This design comes from an exercise in tuning for small area on the open sky130 flow, not from production work.
Function was checked by simulation only, so behaviour that the tests miss may differ from the original.
Power figures rest on the tool's default switching activity, not on a simulated workload.

## LT24Top
module LT24Top (
    input              clock,
    input              globalReset,
    output             resetApp,
    output             LT24_WRn,
    output             LT24_RDn,
    output             LT24_CSn,
    output             LT24_RS,
    output             LT24_RESETn,
    output [     15:0] LT24_D,
    output             LT24_LCD_ON
);
==> flow/config.mk <==
export PLATFORM = sky130hd
export DESIGN_NAME = LT24Top
export DESIGN_NICKNAME = LT24Top
export VERILOG_FILES = /design/flow/design.v
export SDC_FILE = /design/flow/constraint.sdc
export NUM_CORES = 4
export LEC_CHECK = 0
export CAP_MARGIN = 20
export CORE_MARGIN = 2
export CORE_UTILIZATION = 40
export CTS_BUF_LIST = sky130_fd_sc_hd__clkbuf_16
export CTS_CLUSTER_DIAMETER = 100
export CTS_CLUSTER_SIZE = 24
export PLACE_DENSITY = 0.6
export SLEW_MARGIN = 20
==> flow/constraint.sdc <==
create_clock -name core_clock -period 20.0 [get_ports {clock}]
set_input_delay 4.0000 -clock core_clock [delete_from_list [all_inputs] [get_ports {clock}]]
set_output_delay 4.0000 -clock core_clock [all_outputs]
set_load 0.01 [all_outputs]
standard.sh (not shown) runs the stock make flow with config.mk's settings and CLKGATE_MAP_FILE= SYNTH_SCRIPT=/design/flow/synth_recipe.tcl, a recipe that flattens the netlist after the stock synthesis.
==> flow/flow/run.sh <==
#!/bin/bash
# Layout flow: the standard synthesis, then an area-oriented re-mapping of
# its combinational logic (every register kept as the
# standard synthesis made it, same instance names and cell types), then the
# standard layout from floorplan to finish on that netlist.
set -e
set -o pipefail
HERE=$(pwd)
RES=$HERE/orfs/results/$FLOW_PLATFORM/LT24Top/base
LIB=$FLOW_HOME/platforms/$FLOW_PLATFORM/lib/sky130_fd_sc_hd__tt_025C_1v80.lib

YOSYS=""
for c in "${YOSYS_EXE:-}" "$FLOW_HOME/../tools/install/yosys/bin/yosys" "$(command -v yosys || true)"; do
    if [ -n "$c" ] && [ -x "$c" ]; then YOSYS=$c; break; fi
done
[ -n "$YOSYS" ] || { echo "no yosys found"; exit 1; }

# 1. standard synthesis
bash standard.sh synth > "$HERE/1_standard_synth.log" 2>&1
cp "$RES/1_2_yosys.v" "$HERE/1_2_yosys_standard.v"

# 2. re-map the combinational logic for area
cat > "$HERE/reopt.abc" <<'EOS'
strash; &get -n; &deepsyn -T 150; &put; dch -f; amap; topo; dnsize -c
EOS
cat > "$HERE/reopt.ys" <<EOS
read_liberty -ignore_miss_func $LIB
read_verilog $HERE/1_2_yosys_standard.v
blackbox sky130_fd_sc_hd__df* sky130_fd_sc_hd__ed* sky130_fd_sc_hd__sdf* sky130_fd_sc_hd__dl* sky130_fd_sc_hd__conb_*
hierarchy -top $FLOW_TOP
flatten
opt_clean
stat -liberty $LIB
abc -script $HERE/reopt.abc -liberty $LIB -dont_use sky130_fd_sc_hd__probe_p_8 -dont_use sky130_fd_sc_hd__probec_p_8 -dont_use sky130_fd_sc_hd__lpflow_*
opt_clean -purge
hierarchy -top $FLOW_TOP
stat -liberty $LIB
write_verilog -noattr -nohex -nodec $HERE/1_2_yosys_reopt.v
EOS
"$YOSYS" -s "$HERE/reopt.ys" > "$HERE/2_reopt_yosys.log" 2>&1

# registers must be unchanged
grep -E "sky130_fd_sc_hd__(df|edf|sdf|dlx|dlr|dlclkp|sdlclkp)" "$HERE/1_2_yosys_standard.v" | awk '{print $1, $2}' | sort > "$HERE/regs_standard.txt"
grep -E "sky130_fd_sc_hd__(df|edf|sdf|dlx|dlr|dlclkp|sdlclkp)" "$HERE/1_2_yosys_reopt.v" | awk '{print $1, $2}' | sort > "$HERE/regs_reopt.txt"
cmp "$HERE/regs_standard.txt" "$HERE/regs_reopt.txt"

cp "$HERE/1_2_yosys_reopt.v" "$RES/1_2_yosys.v"
rm -f "$RES/1_synth.odb" "$RES/1_synth.sdc"

# 3. standard layout from the re-mapped netlist
bash standard.sh finish > "$HERE/3_standard_finish.log" 2>&1
Next try:
--- a/flow/flow/run.sh
+++ b/flow/flow/run.sh
@@ -22,5 +22,5 @@
 # 2. re-map the combinational logic for area
 cat > "$HERE/reopt.abc" <<'EOS'
-strash; &get -n; &deepsyn -T 150; &put; dch -f; amap; topo; dnsize -c
+strash; &get -n; &deepsyn -T 60; &put; dch -f; amap; topo; dnsize -c
 EOS
 cat > "$HERE/reopt.ys" <<EOS
GPL_TIMING_DRIVEN = 0   (was not set)
=>
- global-route usage goes down by 0.88 points
- register-to-register slack loses 0.90 ns
- wire length came out lower by 3.5%
- flip-flop and latch count does not change
- total power rises by 0.84%
- die area is unchanged

---

== v27 ==
LT24Top, a different RTL version from the one above (not shown whole).
Size: ~1500 cells after synthesis, roughly 25 I/O pins, ~12000 sq um of cells after synthesis.
export LEC_CHECK = 0
export CAP_MARGIN = 20
export CORE_MARGIN = 2
export CORE_UTILIZATION = 40
export CTS_BUF_LIST = sky130_fd_sc_hd__clkbuf_16
export CTS_CLUSTER_DIAMETER = 100
export CTS_CLUSTER_SIZE = 24
export PLACE_DENSITY = 0.6
export SLEW_MARGIN = 20
create_clock -name core_clock -period 20.0 [get_ports {clock}]
==> flow/flow/run.sh <==
#!/bin/bash
# Layout flow: the standard synthesis, then an area-oriented re-mapping of
# its combinational logic (every register and adder cell kept as the
# standard synthesis made it, same instance names and cell types), then the
# standard layout from floorplan to finish on that netlist.
set -e
set -o pipefail
HERE=$(pwd)
RES=$HERE/orfs/results/$FLOW_PLATFORM/LT24Top/base
LIB=$FLOW_HOME/platforms/$FLOW_PLATFORM/lib/sky130_fd_sc_hd__tt_025C_1v80.lib

YOSYS=""
for c in "${YOSYS_EXE:-}" "$FLOW_HOME/../tools/install/yosys/bin/yosys" "$(command -v yosys || true)"; do
    if [ -n "$c" ] && [ -x "$c" ]; then YOSYS=$c; break; fi
done
[ -n "$YOSYS" ] || { echo "no yosys found"; exit 1; }

# 1. standard synthesis
bash standard.sh synth > "$HERE/1_standard_synth.log" 2>&1
cp "$RES/1_2_yosys.v" "$HERE/1_2_yosys_standard.v"

# 2. re-map the combinational logic for area
cat > "$HERE/reopt.abc" <<'EOS'
strash; &get -n; &deepsyn -T 60; &put; dch -f; amap; topo; dnsize -c
EOS
cat > "$HERE/reopt.ys" <<EOS
read_liberty -ignore_miss_func $LIB
read_verilog $HERE/1_2_yosys_standard.v
blackbox sky130_fd_sc_hd__df* sky130_fd_sc_hd__ed* sky130_fd_sc_hd__sdf* sky130_fd_sc_hd__dl* sky130_fd_sc_hd__fa_* sky130_fd_sc_hd__ha_* sky130_fd_sc_hd__conb_*
hierarchy -top $FLOW_TOP
flatten
opt_clean
stat -liberty $LIB
abc -script $HERE/reopt.abc -liberty $LIB -dont_use sky130_fd_sc_hd__probe_p_8 -dont_use sky130_fd_sc_hd__probec_p_8 -dont_use sky130_fd_sc_hd__lpflow_*
opt_clean -purge
hierarchy -top $FLOW_TOP
stat -liberty $LIB
write_verilog -noattr -nohex -nodec $HERE/1_2_yosys_reopt.v
EOS
"$YOSYS" -s "$HERE/reopt.ys" > "$HERE/2_reopt_yosys.log" 2>&1

# registers and adder cells must be unchanged
grep -E "sky130_fd_sc_hd__(df|ed|sdf|dl|fa_|ha_|conb)" "$HERE/1_2_yosys_standard.v" | awk '{print $1, $2}' | sort > "$HERE/regs_standard.txt"
grep -E "sky130_fd_sc_hd__(df|ed|sdf|dl|fa_|ha_|conb)" "$HERE/1_2_yosys_reopt.v" | awk '{print $1, $2}' | sort > "$HERE/regs_reopt.txt"
cmp "$HERE/regs_standard.txt" "$HERE/regs_reopt.txt"

cp "$HERE/1_2_yosys_reopt.v" "$RES/1_2_yosys.v"
rm -f "$RES/1_synth.odb" "$RES/1_synth.sdc"

# 3. standard layout from the re-mapped netlist
bash standard.sh finish > "$HERE/3_standard_finish.log" 2>&1
v27 went all the way through synthesis, placement and routing and the layout is clean on timing, DRC and antenna.
[inputs] v47 vs v27
- clearing CTS_CLUSTER_DIAMETER, which used to be 100
- clearing CTS_CLUSTER_SIZE, which used to be 24
- clearing CTS_BUF_LIST, which used to be sky130_fd_sc_hd__clkbuf_16
### Flow results
v47 ended up with a lower layout filler cell count than v27 did. Compared with v27, in v47 global routing usage on met3 went up by 0.28 points; relative contribution of combinational cells to total power was more or less identical. In the tables for v47 and v27, worst hold slack reads higher with v47. v47 — internal power of the cells 23% higher, v27 as reference. Going from v27 to v47, actual transition at the worst max-transition pin shrinks by 18 ps. Taking v27 as 1.0, v47 lands at 1.2 on total power. Relative to v27, the final cell area reported for v47 is higher. Across both runs, clock buffer count was higher for v47 than for v27. Compared with v27, v47 shows a total detailed-routing wirelength that is about 0.5% higher. Worst clock skew on the final layout delta for v47 relative to v27: 26 ps lower.
Modified inputs, v7 compared to v47
- CTS_BUF_LIST now sky130_fd_sc_hd__clkbuf_8, previously not set
- CTS_CLUSTER_DIAMETER now 60, previously not set
- CTS_CLUSTER_SIZE now 16, previously not set
--- a/flow/flow/run.sh
+++ b/flow/flow/run.sh
@@ -1,5 +1,5 @@
 #!/bin/bash
 # Layout flow: the standard synthesis, then an area-oriented re-mapping of
-# its combinational logic (every register and adder cell kept as the
+# its combinational logic (every register kept as the
 # standard synthesis made it, same instance names and cell types), then the
 # standard layout from floorplan to finish on that netlist.
@@ -27,5 +27,5 @@
 read_liberty -ignore_miss_func $LIB
 read_verilog $HERE/1_2_yosys_standard.v
-blackbox sky130_fd_sc_hd__df* sky130_fd_sc_hd__ed* sky130_fd_sc_hd__sdf* sky130_fd_sc_hd__dl* sky130_fd_sc_hd__fa_* sky130_fd_sc_hd__ha_* sky130_fd_sc_hd__conb_*
+blackbox sky130_fd_sc_hd__df* sky130_fd_sc_hd__ed* sky130_fd_sc_hd__sdf* sky130_fd_sc_hd__dl* sky130_fd_sc_hd__conb_*
 hierarchy -top $FLOW_TOP
 flatten
@@ -40,7 +40,7 @@
 "$YOSYS" -s "$HERE/reopt.ys" > "$HERE/2_reopt_yosys.log" 2>&1
 
-# registers and adder cells must be unchanged
-grep -E "sky130_fd_sc_hd__(df|ed|sdf|dl|fa_|ha_|conb)" "$HERE/1_2_yosys_standard.v" | awk '{print $1, $2}' | sort > "$HERE/regs_standard.txt"
-grep -E "sky130_fd_sc_hd__(df|ed|sdf|dl|fa_|ha_|conb)" "$HERE/1_2_yosys_reopt.v" | awk '{print $1, $2}' | sort > "$HERE/regs_reopt.txt"
+# registers must be unchanged
+grep -E "sky130_fd_sc_hd__(df|edf|sdf|dlx|dlr|dlclkp|sdlclkp)" "$HERE/1_2_yosys_standard.v" | awk '{print $1, $2}' | sort > "$HERE/regs_standard.txt"
+grep -E "sky130_fd_sc_hd__(df|edf|sdf|dlx|dlr|dlclkp|sdlclkp)" "$HERE/1_2_yosys_reopt.v" | awk '{print $1, $2}' | sort > "$HERE/regs_reopt.txt"
 cmp "$HERE/regs_standard.txt" "$HERE/regs_reopt.txt"
 
Post-detailed-routing wire length in v7 is 12% lower than in v47. Comparing the two runs side by side, v7 comes out ahead of v47 on wire length of the first global-routing pass. As of v7, switching power had fallen by a little under 10% compared to v47.
[inputs] v26 vs v7
- CTS_CLUSTER_DIAMETER: 60 -> 100
- CTS_BUF_LIST: sky130_fd_sc_hd__clkbuf_8 -> sky130_fd_sc_hd__clkbuf_16
- CTS_CLUSTER_SIZE: 16 -> 24
==> flow/run.sh (new file) <==
#!/bin/bash
# synth_recipe.tcl (not shown) runs the flow's synth.tcl, then flattens the netlist and writes it again
# the make line also repeats each setting of config.mk as NAME=value (left out here)
make -C /OpenROAD-flow-scripts/flow DESIGN_CONFIG=/design/flow/config.mk WORK_HOME=/design/flow/orfs CLKGATE_MAP_FILE= SYNTH_SCRIPT=/design/flow/synth_recipe.tcl finish
removed: flow/flow/run.sh
removed: flow/standard.sh
--- outcome ---
v7 consumes less power than v26.
Higher cell area power density goes to v7 over v26.
The final reports for v26 and v7 show synthesized area higher in the former.
Wire length of the first global-routing pass: v26 higher than v7
Comparing v26 and v7, the higher worst-case reg-to-reg path depth was measured on v7.

---

Setup of old:
RTL: one of the versions met above, not the one the previous note started from.
Size in the first run: roughly 1,400 cells after synthesis.
export LEC_CHECK = 0
export CAP_MARGIN = 20
export CORE_MARGIN = 2
export CORE_UTILIZATION = 40
export CTS_BUF_LIST = sky130_fd_sc_hd__clkbuf_16
export CTS_CLUSTER_DIAMETER = 100
export CTS_CLUSTER_SIZE = 24
export PLACE_DENSITY = 0.6
export SLEW_MARGIN = 20
create_clock -name core_clock -period 20.0 [get_ports {clock}]
==> flow/flow/run.sh <==
#!/bin/bash
# Layout flow: the standard synthesis, then an area-oriented re-mapping of
# its combinational logic (every register kept as the
# standard synthesis made it, same instance names and cell types), then the
# standard layout from floorplan to finish on that netlist.
set -e
set -o pipefail
HERE=$(pwd)
RES=$HERE/orfs/results/$FLOW_PLATFORM/LT24Top/base
LIB=$FLOW_HOME/platforms/$FLOW_PLATFORM/lib/sky130_fd_sc_hd__tt_025C_1v80.lib

YOSYS=""
for c in "${YOSYS_EXE:-}" "$FLOW_HOME/../tools/install/yosys/bin/yosys" "$(command -v yosys || true)"; do
    if [ -n "$c" ] && [ -x "$c" ]; then YOSYS=$c; break; fi
done
[ -n "$YOSYS" ] || { echo "no yosys found"; exit 1; }

# 1. standard synthesis
bash standard.sh synth > "$HERE/1_standard_synth.log" 2>&1
cp "$RES/1_2_yosys.v" "$HERE/1_2_yosys_standard.v"

# 2. re-map the combinational logic for area
cat > "$HERE/reopt.abc" <<'EOS'
strash; &get -n; &deepsyn -T 60; &put; dch -f; amap; topo; dnsize -c
EOS
cat > "$HERE/reopt.ys" <<EOS
read_liberty -ignore_miss_func $LIB
read_verilog $HERE/1_2_yosys_standard.v
blackbox sky130_fd_sc_hd__df* sky130_fd_sc_hd__ed* sky130_fd_sc_hd__sdf* sky130_fd_sc_hd__dl* sky130_fd_sc_hd__conb_*
hierarchy -top $FLOW_TOP
flatten
opt_clean
stat -liberty $LIB
abc -script $HERE/reopt.abc -liberty $LIB -dont_use sky130_fd_sc_hd__probe_p_8 -dont_use sky130_fd_sc_hd__probec_p_8 -dont_use sky130_fd_sc_hd__lpflow_*
opt_clean -purge
hierarchy -top $FLOW_TOP
stat -liberty $LIB
write_verilog -noattr -nohex -nodec $HERE/1_2_yosys_reopt.v
EOS
"$YOSYS" -s "$HERE/reopt.ys" > "$HERE/2_reopt_yosys.log" 2>&1

# registers must be unchanged
grep -E "sky130_fd_sc_hd__(df|edf|sdf|dlx|dlr|dlclkp|sdlclkp)" "$HERE/1_2_yosys_standard.v" | awk '{print $1, $2}' | sort > "$HERE/regs_standard.txt"
grep -E "sky130_fd_sc_hd__(df|edf|sdf|dlx|dlr|dlclkp|sdlclkp)" "$HERE/1_2_yosys_reopt.v" | awk '{print $1, $2}' | sort > "$HERE/regs_reopt.txt"
cmp "$HERE/regs_standard.txt" "$HERE/regs_reopt.txt"

cp "$HERE/1_2_yosys_reopt.v" "$RES/1_2_yosys.v"
rm -f "$RES/1_synth.odb" "$RES/1_synth.sdc"

# 3. standard layout from the re-mapped netlist
bash standard.sh finish > "$HERE/3_standard_finish.log" 2>&1
Both conditions hold for old: the flow ran to the end and the final layout passed the timing, DRC and antenna checks.
## Diff of input files: new against old
Settings: a change of PLACE_DENSITY from 0.6 to 0.7; a change of CORE_UTILIZATION from 40 to 55.
[summary]
No stage failed in new, and the final checks on the layout all came back clean.
Global-route wire length before repair shrinks slightly when moving from old to new.
Lower routed metal-1 wirelength goes to new over old.
[compare] base=old new=new: y dimension of the die dropped 23 um, worst path setup slack after routing climbed 300 ps, area of the die dropped 7000 um^2, switching share of power dropped 1.8 points.
Status: clock-pin transition on the worst setup and hold timing paths parity (new, old)
Per the comparison of new with old, starting utilization of the core area +15 points; switching power went down.

## static timing again, ports no longer ideal
How much do the figures lean on ideal ports? The routed layouts below were timed once more, with nothing changed but the port constraints.
Step 1 assumes that a clkbuf_16 drives the clock port and a buf_2 every other input.
Step 2 also shifts input and output timing later by t, the mid clock arrival at the registers, as if the neighbouring blocks saw the same clock.
Three values: no drivers, after step 1, after step 2; two values: the first two.
| run | shift t [ns] | setup slack, ns | worst setup path at the end | slew at the worst register clock pin (ns) | worst data-port slew with drivers (ns) |
|---|---|---|---|---|---|
| the first run of note 1 | 0.483 | 11.243 / 11.196 / 11.679 | register to output | 0.09 / 0.09 | 0.03 |
| the second run of note 1 | 0.495 | 11.434 / 11.382 / 11.589 | register to register | 0.09 / 0.09 | 0.03 |
| v27 | 0.536 | 11.187 / 11.139 / 11.676 | register to output | 0.11 / 0.11 | 0.03 |
| v47 | 0.569 | 11.121 / 11.075 / 11.643 | register to output | 0.07 / 0.07 | 0.03 |
| v7 | 0.580 | 11.272 / 11.230 / 11.809 | register to output | 0.10 / 0.10 | 0.04 |
| v26 | 0.538 | 11.411 / 11.362 / 11.899 | register to output | 0.10 / 0.10 | 0.03 |
| old | 0.483 | 11.243 / 11.196 / 11.679 | register to output | 0.09 / 0.09 | 0.03 |
| new | 0.494 | 11.544 / 11.494 / 11.988 | register to output | 0.08 / 0.08 | 0.04 |
After both steps setup and hold are still met in every run listed.
